Background: an optimization exercise with open tools, aiming at small area, a short achievable clock period and few clock cycles. Do not read the settings as production practice.
The RTL was checked by simulation tests, not by an equivalence proof against the original design.
Power and IR drop assume default switching activity.

<file path="design/flow/config.mk">
export PLATFORM = sky130hd
export DESIGN_NAME = sasanqua_core
export DESIGN_NICKNAME = sasanqua_core
export VERILOG_FILES = /design/flow/design.v
export SDC_FILE = /design/flow/constraint.sdc
export NUM_CORES = 4
export LEC_CHECK = 0
export CAP_MARGIN = 20
export CORE_MARGIN = 2
export CORE_UTILIZATION = 40
export PLACE_DENSITY = 0.6
export SLEW_MARGIN = 20
</file>
<file path="design/flow/constraint.sdc">
create_clock -name core_clock -period 8.0 [get_ports {CLK}]
set_input_delay 1.6000 -clock core_clock [delete_from_list [all_inputs] [get_ports {CLK}]]
set_output_delay 1.6000 -clock core_clock [all_outputs]
set_load 0.01 [all_outputs]
</file>
<file path="design/flow/design.v">
module sasanqua_core
    (
        input wire          CLK,
        input wire          RST,
        output wire         INST_RDEN,
        output wire [31:0]  INST_RIADDR,
        input wire  [31:0]  INST_ROADDR,
        input wire          INST_RVALID,
        input wire  [31:0]  INST_RDATA,
        output wire         DATA_RDEN,
        output wire [31:0]  DATA_RIADDR,
        input wire  [31:0]  DATA_ROADDR,
        input wire          DATA_RVALID,
        input wire  [31:0]  DATA_RDATA,
        output wire         DATA_WREN,
        output wire [3:0]   DATA_WSTRB,
        output wire [31:0]  DATA_WADDR,
        output wire [31:0]  DATA_WDATA
    );
    reg  [31:1] fa;          
    reg  [31:1] pcd;         
    reg         fv;          
    reg         xv;          
    reg         lu_stall;    
    reg  [31:1] x_pc;
    reg  [31:1] x_tgt;       
    reg  [31:0] x_a, x_b;
    reg  [11:0] x_imm;       
    reg  [4:0]  x_rd;
    reg  [2:0]  x_f3;
    reg         x_alt;       
    reg         x_we;        
    reg         x_alu, x_load, x_store, x_branch, x_jal, x_jalr, x_auipc, x_csr, x_trap;
    reg  [3:0]  x_cause;
    reg  [4:0]  x_csel;      
    reg         x_dep_a, x_dep_b;
    reg         w_we;
    reg  [4:0]  w_rd;
    reg  [31:0] w_data;
    reg         w_load;
    reg  [2:0]  w_f3;
    reg  [1:0]  w_off;
    reg  [31:0] mstatus, mtvec, mscratch, mepc, mcause;
    reg  [31:0] rf [1:31];
    wire        ex = xv && !lu_stall;
    wire [31:0] agu = x_a + {{20{x_imm[11]}}, x_imm};
    wire        eq  = x_a == x_b;
    wire        ltu = x_a < x_b;
    wire        lt  = (x_a[31] ^ x_b[31]) ? x_a[31] : ltu;
    reg         br_cond;
    always @* begin
        case (x_f3)
            3'd0:    br_cond = eq;
            3'd1:    br_cond = !eq;
            3'd4:    br_cond = lt;
            3'd5:    br_cond = !lt;
            3'd6:    br_cond = ltu;
            3'd7:    br_cond = !ltu;
            default: br_cond = 1'b0;
        endcase
    end
    wire        trap     = ex && x_trap;
    wire        redirect = ex && (x_trap || x_jal || x_jalr || (x_branch && br_cond));
    wire [31:1] target   = x_trap ? {mtvec[31:2], 1'b0} :
                           x_jalr ? agu[31:1] : x_tgt;
    wire        sh_left = !x_f3[2];
    reg  [31:0] sh_in, sh_rev;
    integer     k;
    always @* begin
        for (k = 0; k < 32; k = k + 1)
            sh_in[k] = sh_left ? x_a[31-k] : x_a[k];
    end
    wire [31:0] sh_out = $signed({x_alt && x_a[31], sh_in}) >>> x_b[4:0];
    always @* begin
        for (k = 0; k < 32; k = k + 1)
            sh_rev[k] = sh_left ? sh_out[31-k] : sh_out[k];
    end
    wire [31:0] addsub = x_alt ? x_a - x_b : x_a + x_b;
    reg  [31:0] alu;
    always @* begin
        case (x_f3)
            3'd0:    alu = addsub;
            3'd1:    alu = sh_rev;
            3'd2:    alu = {31'b0, lt};
            3'd3:    alu = {31'b0, ltu};
            3'd4:    alu = x_a ^ x_b;
            3'd5:    alu = sh_rev;
            3'd6:    alu = x_a | x_b;
            default: alu = x_a & x_b;
        endcase
    end
    wire [31:0] csr_old = ({32{x_csel[0]}} & mstatus) | ({32{x_csel[1]}} & mtvec) |
                          ({32{x_csel[2]}} & mscratch) | ({32{x_csel[3]}} & mepc) |
                          ({32{x_csel[4]}} & mcause);
    reg  [31:0] csr_new;
    always @* begin
        case (x_f3)
            3'd1:    csr_new = x_a;
            3'd3:    csr_new = csr_old & ~x_a;
            3'd7:    csr_new = csr_old & ~x_a & 32'h3fff_ffff;
            default: csr_new = csr_old | x_a;
        endcase
    end
    wire        csr_w = ex && x_csr;
    wire [31:0] x_link = {x_pc + 31'd2, 1'b0};
    wire [31:0] x_res  = x_csr ? csr_old :
                         (x_jal || x_jalr) ? x_link :
                         x_auipc ? {x_tgt, 1'b0} : alu;
    wire [31:0] ld_sh = DATA_RDATA >> {w_off, 3'b000};
    reg  [31:0] ld_val;
    always @* begin
        case (w_f3)
            3'd0:    ld_val = {{24{ld_sh[7]}}, ld_sh[7:0]};
            3'd4:    ld_val = {24'b0, ld_sh[7:0]};
            3'd1:    ld_val = {{16{ld_sh[15]}}, ld_sh[15:0]};
            3'd5:    ld_val = {16'b0, ld_sh[15:0]};
            default: ld_val = ld_sh;
        endcase
    end
    wire [31:0] w_val = w_load ? ld_val : w_data;
    wire [31:0] inst = INST_RDATA;
    wire [6:0]  op   = inst[6:0];
    wire [2:0]  f3   = inst[14:12];
    wire [6:0]  f7   = inst[31:25];
    wire [4:0]  rd   = inst[11:7];
    wire [4:0]  rs1  = inst[19:15];
    wire [4:0]  rs2  = inst[24:20];
    wire [31:0] imm_i = {{20{inst[31]}}, inst[31:20]};
    wire [31:0] imm_s = {{20{inst[31]}}, inst[31:25], inst[11:7]};
    wire [31:0] imm_b = {{19{inst[31]}}, inst[31], inst[7], inst[30:25], inst[11:8], 1'b0};
    wire [31:0] imm_u = {inst[31:12], 12'b0};
    wire [31:0] imm_j = {{11{inst[31]}}, inst[31], inst[19:12], inst[20], inst[30:21], 1'b0};
    wire o_op     = op == 7'b0110011;
    wire o_opimm  = op == 7'b0010011;
    wire o_lui    = op == 7'b0110111;
    wire o_auipc  = op == 7'b0010111;
    wire o_jal    = op == 7'b1101111;
    wire o_jalr   = op == 7'b1100111;
    wire o_branch = op == 7'b1100011;
    wire o_load   = op == 7'b0000011;
    wire o_store  = op == 7'b0100011;
    wire o_system = op == 7'b1110011;
    wire o_fence  = op == 7'b0001111;
    wire f7_zero  = f7 == 7'b0000000;
    wire f7_alt   = f7 == 7'b0100000;
    wire d_alu_ok = o_op ? (f7_zero || (f7_alt && (f3 == 3'd0 || f3 == 3'd5))) :
                    (f3 == 3'd1) ? f7_zero :
                    (f3 == 3'd5) ? (f7_zero || f7_alt) : 1'b1;
    wire d_alu    = ((o_op || o_opimm) && d_alu_ok) || o_lui;
    wire d_load   = o_load && (f3 == 3'd0 || f3 == 3'd1 || f3 == 3'd2 || f3 == 3'd4 || f3 == 3'd5);
    wire d_store  = o_store && (f3 == 3'd0 || f3 == 3'd1 || f3 == 3'd2);
    wire d_branch = o_branch && (f3 != 3'd2) && (f3 != 3'd3);
    wire d_jalr   = o_jalr && (f3 == 3'd0);
    wire d_csr    = o_system && (f3 != 3'd0) && (f3 != 3'd4);
    wire d_env    = o_system && (f3 == 3'd0) && f7_zero;
    wire d_ill    = !(o_op || o_opimm || o_lui || o_auipc || o_jal || o_jalr || o_branch ||
                      o_load || o_store || o_system || o_fence);
    wire d_trap   = d_env || d_ill;
    wire [3:0] d_cause = d_ill ? 4'd2 : (inst[31:20] == 12'h000) ? 4'd11 : 4'd3;
    wire d_we     = (d_alu || d_load || d_csr || o_auipc || o_jal || d_jalr) && (rd != 5'd0);
    wire use_rs1  = !(o_lui || o_auipc || o_jal || (o_system && f3[2]));
    wire use_rs2  = o_op || o_branch || o_store;
    wire [31:0] sel1 = 32'b1 << rs1;
    wire [31:0] sel2 = 32'b1 << rs2;
    reg  [31:0] rf1, rf2;
    integer     r;
    always @* begin
        rf1 = 32'b0;
        rf2 = 32'b0;
        for (r = 1; r < 32; r = r + 1) begin
            rf1 = rf1 | ({32{sel1[r]}} & rf[r]);
            rf2 = rf2 | ({32{sel2[r]}} & rf[r]);
        end
    end
    wire x_fwd  = ex && x_we && !x_load;
    wire [31:0] byp1 = (x_fwd && x_rd == rs1) ? x_res : (w_we && w_rd == rs1) ? w_val : rf1;
    wire [31:0] byp2 = (x_fwd && x_rd == rs2) ? x_res : (w_we && w_rd == rs2) ? w_val : rf2;
    wire [31:0] d_a = o_lui ? 32'b0 : (o_system && f3[2]) ? {27'b0, rs1} : byp1;
    wire [31:0] d_b = o_lui ? imm_u : (o_opimm ? imm_i : byp2);
    wire ld_x   = ex && x_load && x_we;
    wire dep_a  = use_rs1 && ld_x && x_rd == rs1;
    wire dep_b  = use_rs2 && ld_x && x_rd == rs2;
    wire [31:0] d_off = o_jal ? imm_j : o_auipc ? imm_u : imm_b;
    wire [31:1] d_tgt = pcd + d_off[31:1];
    wire take   = fv && !redirect && !lu_stall;
    wire [31:1] fetch_addr = redirect ? target : lu_stall ? pcd : fa;
    assign INST_RDEN   = 1'b1;
    assign INST_RIADDR = {fetch_addr, 1'b0};
    assign DATA_RDEN   = 1'b1;
    assign DATA_RIADDR = agu;
    assign DATA_WREN   = ex && x_store;
    assign DATA_WADDR  = agu;
    assign DATA_WDATA  = x_b;
    assign DATA_WSTRB  = x_f3[1] ? 4'b1111 : x_f3[0] ? 4'b0011 : 4'b0001;
    always @(posedge CLK) begin
        if (RST) begin
            fa       <= 31'b0;
            fv       <= 1'b0;
            xv       <= 1'b0;
            lu_stall <= 1'b0;
            w_we     <= 1'b0;
        end
        else begin
            fa       <= fetch_addr + 31'd2;
            fv       <= 1'b1;
            xv       <= take || lu_stall;
            lu_stall <= take && (dep_a || dep_b);
            w_we     <= ex && x_we;
        end
        pcd <= fetch_addr;
        w_rd   <= x_rd;
        w_data <= x_res;
        w_load <= x_load;
        w_f3   <= x_f3;
        w_off  <= agu[1:0];
        if (lu_stall) begin
            if (x_dep_a) x_a <= w_val;
            if (x_dep_b) x_b <= w_val;
        end
        else begin
            x_pc     <= pcd;
            x_tgt    <= d_tgt;
            x_a      <= d_a;
            x_b      <= d_b;
            x_imm    <= o_store ? {inst[31:25], inst[11:7]} : inst[31:20];
            x_rd     <= rd;
            x_f3     <= o_lui ? 3'd0 : f3;
            x_alt    <= (o_op || (o_opimm && f3 == 3'd5)) && inst[30];
            x_we     <= d_we;
            x_alu    <= d_alu;
            x_load   <= d_load;
            x_store  <= d_store;
            x_branch <= d_branch;
            x_jal    <= o_jal;
            x_jalr   <= d_jalr;
            x_auipc  <= o_auipc;
            x_csr    <= d_csr;
            x_trap   <= d_trap;
            x_cause  <= d_cause;
            x_csel   <= {inst[31:20] == 12'h342, inst[31:20] == 12'h341, inst[31:20] == 12'h340,
                         inst[31:20] == 12'h305, inst[31:20] == 12'h300};
            x_dep_a  <= dep_a;
            x_dep_b  <= dep_b;
        end
        if (RST) begin
            mstatus  <= 32'b0;
            mtvec    <= 32'b0;
            mscratch <= 32'b0;
            mepc     <= 32'b0;
            mcause   <= 32'b0;
        end
        else if (trap) begin
            mstatus  <= {24'b0, mstatus[3], 7'b0};
            mepc     <= {x_pc, 1'b0};
            mcause   <= {28'b0, x_cause};
        end
        else if (csr_w) begin
            if (x_csel[0]) mstatus  <= csr_new;
            if (x_csel[1]) mtvec    <= csr_new;
            if (x_csel[2]) mscratch <= csr_new;
            if (x_csel[3]) mepc     <= csr_new;
            if (x_csel[4]) mcause   <= csr_new;
        end
    end
    genvar g;
    generate
        for (g = 1; g < 32; g = g + 1) begin : regs
            always @(posedge CLK)
                if (w_we && w_rd == g)
                    rf[g] <= w_val;
        end
    endgenerate
endmodule
</file>
<file path="design/flow/run.sh">
#!/bin/bash
# synth_recipe.tcl (not shown) runs the flow's synth.tcl, then flattens the netlist and writes it again
# the make line also repeats each setting of config.mk as NAME=value (left out here)
make -C /OpenROAD-flow-scripts/flow DESIGN_CONFIG=/design/flow/config.mk WORK_HOME=/design/flow/orfs CLKGATE_MAP_FILE= SYNTH_SCRIPT=/design/flow/synth_recipe.tcl finish
</file>
==> qor.csv <==
metric,value,unit
syn_avg_cell_area,11.18,µm²
min_from,x_rd[0],
dpl-instance-area,79900,µm²
synth_top_area_frac,0.4715,
layout_min_cycle_time,7.881,ns
synth-main-ff-cell,edfxtp_1,
fmax,126.9,MHz
setup_viol,0,
wl,388900,µm
crit_path_start_kind,flip-flop,
power.leakage,29.34,nW
whs_path_depth,0,
r2r_setup_slack,1.30,ns
max_cap_viol_count,0,
path_class,flip-flop to primary output,
grt_usage,0.4010,
initial_utilization,0.4025,
rsz0062_at_grt,no,
yosysWarnings,2,
die_w,433.2,µm
fp.dieH,433.2,µm
postCtsResizedCells,0,
cts_sinks,1426,
min_path_type,flip-flop to flip-flop,
post_cts_buffers,0,
wire_per_inst,41.53,µm
holdPathEnd,w_rd[0],
worst_setup_path_end_kind,primary output,
crit_fanout,11,
grt_pass1_vias,63163,
grt_overflow,0,
num-nets-final,7042,
holdBufCountCts,0,
final_area,85290,µm²
grt_max_degree,69,
dieArea,187700,µm²
cp.arrival,6.28,ns
synth_area,73680,µm²
dp_hpwl,253800,µm
power.density,248.5,nW/µm²
root_buffer,clkbuf_16,
fill_cells,16584,
clk_path_buf_depth,3,
synth_seq_cells,1426,
async_flop_share,0,
clock_skew,0.05868,ns
synthTopCellsByArea,"edfxtp_1 (47%), dfxtp_1 (7.3%), a22oi_1 (5.8%)",
routed-via-count,69479,
area_growth,15.75,%
slew_headroom,0.06515,
slew_violations,0,
yosysSeqAreaShare,0.5446,
top_level_ports,267,
timing.rr.start,x_a[28],
cts_tree,done,
num_rows,157,
htreeDepth,4,
drive_gt1_frac,0.1212,
ant_nets,0,
final_cells,9365,
r2r_end,fa[28],
drt-initial-drc-count,15846,
finalCritPeriodShare,0.9852,
hold_viol_final,0,
status,finished clean,
yosysUniqueCellTypes,98,
io_buffer_count,196,
antenna_found_initial,38,
synth_area_leader_cell,edfxtp_1,
tns,0,ns
core_area,183100,µm²
worst_pin_slew,1.385,ns
ir_drop,0.1724,mV
reg2reg_depth,19,
synth_edf_count,1157,
drcViolationCount,0,
design_power_total,21.19,mW
drtPass1Iterations,14,
clock_latency,0.84,ns
grt_pass1_wl,521100,µm
syn_inst,6589,
vias_per_cell,7.419,
dp_cells,9049,
cts.clk_slew.worst_paths,0.06,ns
cp.required,6.40,ns
gp_congestion,1.105,
cts_buffers,154,
worst max-delay path by stage:
stage / from / to / depth (start not counted) / slack [ns]
final: x_a[0] / INST_RIADDR[22] / 14 / 0.12
after global placement: INST_RDATA[2] / x_tgt[25] / 20 / 0.82
after CTS: x_b[31] / INST_RIADDR[26] / 11 / 0.46
after detailed placement: INST_RDATA[2] / x_tgt[25] / 17 / 0.88
after global routing: x_a[28] / INST_RIADDR[24] / 12 / 0.17
after floorplan: x_b[2] / fa[28] / 23 / 1.05
synthesized netlist by cell type (46+ instances only):
| master | n |
|---|---|
| edfxtp_1 | 1157 |
| nor2_1 | 594 |
| a22oi_1 | 568 |
| clkbuf_1 | 384 |
| nand2_1 | 354 |
| a21oi_1 | 297 |
| dfxtp_1 | 269 |
| o21ai_0 | 264 |
| a221oi_1 | 190 |
| a211oi_1 | 173 |
| a22o_1 | 172 |
| ha_1 | 159 |
| inv_1 | 158 |
| nand3_1 | 158 |
| mux2i_1 | 140 |
| nor3_1 | 137 |
| nand4_1 | 132 |
| a222oi_1 | 95 |
| xnor2_1 | 86 |
| buf_1 | 81 |
| a21o_1 | 78 |
| mux2_2 | 54 |
| xor2_1 | 53 |
| a221o_1 | 52 |
| and3_1 | 50 |
| o211ai_1 | 46 |
power breakdown:
part / switching, mW / total, mW / internal, mW
combinational: 3.21 / 4.78 / 1.58
clock: 3.18 / 7.46 / 4.28
sequential: 0.351 / 8.94 / 8.59
sequential cells by signal, indices dropped and copies added (netlist names), 2 cells and up:
| register | cells |
|---|---|
| w_data | 32 |
| x_pc | 31 |
| w_rd | 5 |
| x_a | 32 |
| x_b | 32 |
| mstatus | 32 |
| x_csel | 5 |
| w_f3 | 3 |
| x_cause | 2 |
| mscratch | 32 |
| w_off | 2 |
| fa | 31 |
| mtvec | 32 |
| pcd | 31 |
| x_tgt | 31 |
| rf | 992 |
| x_imm | 12 |
| x_f3 | 3 |
| mepc | 32 |
| mcause | 32 |
| x_rd | 5 |
area by class of cell:
cell class                 instances  area [µm²]  share of cell area
sequential                      1426       40130              0.4706
multi-input combinational       4483       31610              0.3706
timing repair buffer             520        4611             0.05406
clock buffer                     198        4164             0.04882
tap                             2464        3083             0.03615
clock inverter                    83        1006             0.01180
inverter                         162       610.6            0.007159
antenna                           29       72.57           0.0008509
critical path: stages, from the launching register on:
cell	delay [ns]
edfxtp_1	0.36
buf_4	0.21
inv_1	0.09
ha_1	0.18
fa_1	0.20
nor3_1	0.07
o31ai_1	0.62
a311oi_1	0.29
o31ai_1	0.83
a31oi_1	0.37
a21o_1	0.42
or2_2	0.51
a31oi_1	0.56
inv_1	0.20
clkdlybuf4s50_1	0.54
cells in the final DEF (no fill, tap or decap), drive strengths merged, types with 43 or more instances in the layout:
| cell type | n |
|---|---|
| edfxtp | 1157 |
| nor2 | 594 |
| a22oi | 568 |
| nand2 | 354 |
| buf | 326 |
| a21oi | 298 |
| dfxtp | 269 |
| o21ai | 264 |
| clkbuf | 198 |
| clkdlybuf4s50 | 194 |
| a221oi | 191 |
| a211oi | 174 |
| a22o | 172 |
| inv | 165 |
| ha | 159 |
| nand3 | 159 |
| mux2i | 140 |
| nor3 | 137 |
| nand4 | 133 |
| a222oi | 95 |
| xnor2 | 86 |
| a21o | 78 |
| clkinv | 58 |
| mux2 | 54 |
| xor2 | 53 |
| a221o | 52 |
| and3 | 52 |
| o211ai | 46 |
| nor2b | 43 |
| mux4 | 43 |
kinds of logic after synthesis:
logic type,count (synthesis),synth area share
xor gates and xnor gates,139,0.01652
AOI/OAI and AO/OA,2270,0.2267
and+or+nand+nor,1670,0.1065
other,2,0.0001019
adders and majority gates,163,0.02809
buffers and inverters,682,0.03712
muxes,237,0.04041
DFF,1426,0.5446
metal layers:
layer,track usage,wire (µm),part of all wire
met4,0.3125,39580,0.10
met5,0.02888,1103,0.0028
met2,0.5589,155300,0.40
met1,0.4741,127200,0.33
met3,0.1836,65700,0.17
metrics by stage:
| step | utilization | setup WS, ns | hold slack [ns] |
|---|---|---|---|
| after global placement | 0.4363 | 0.8192 | 0.4288 |
| after detailed placement | 0.4364 | 0.8847 | 0.4364 |
| after CTS | 0.4647 | 0.4576 | 0.4479 |
| after floorplan | - | 1.051 | 0.3427 |
| after global routing | 0.4655 | 0.1696 | 0.4659 |
| final | 0.4658 | 0.1185 | 0.4476 |
Testbench counts, summed over its fixed seeds: cycles 124,417.

==> what the ideal ports hide <==
In the flow no input, the clock included, has a driving cell. The finished layout below was timed again as built, in two steps.
Step 1 assumes that a clkbuf_16 drives the clock port and a buf_2 every other input.
Step 2 moves the port delays by t, midway between the first and last clock arrival at a register: inputs arrive t later, outputs are due t later. That takes back most of the time a late clock gives input paths.
a / b / c = no drivers / after step 1 / after step 2; a / b = the first two.
t, ns: 0.897
setup WS [ns]: 0.119 / 0.037 / 0.762
worst setup path after step 2: input to register
worst register clock-pin slew, ns: 0.08 / 0.08
After both steps setup and hold are still met in this run. For this run, drivers alone change the setup slack by -0.082 ns; drivers and shift together by +0.643 ns.
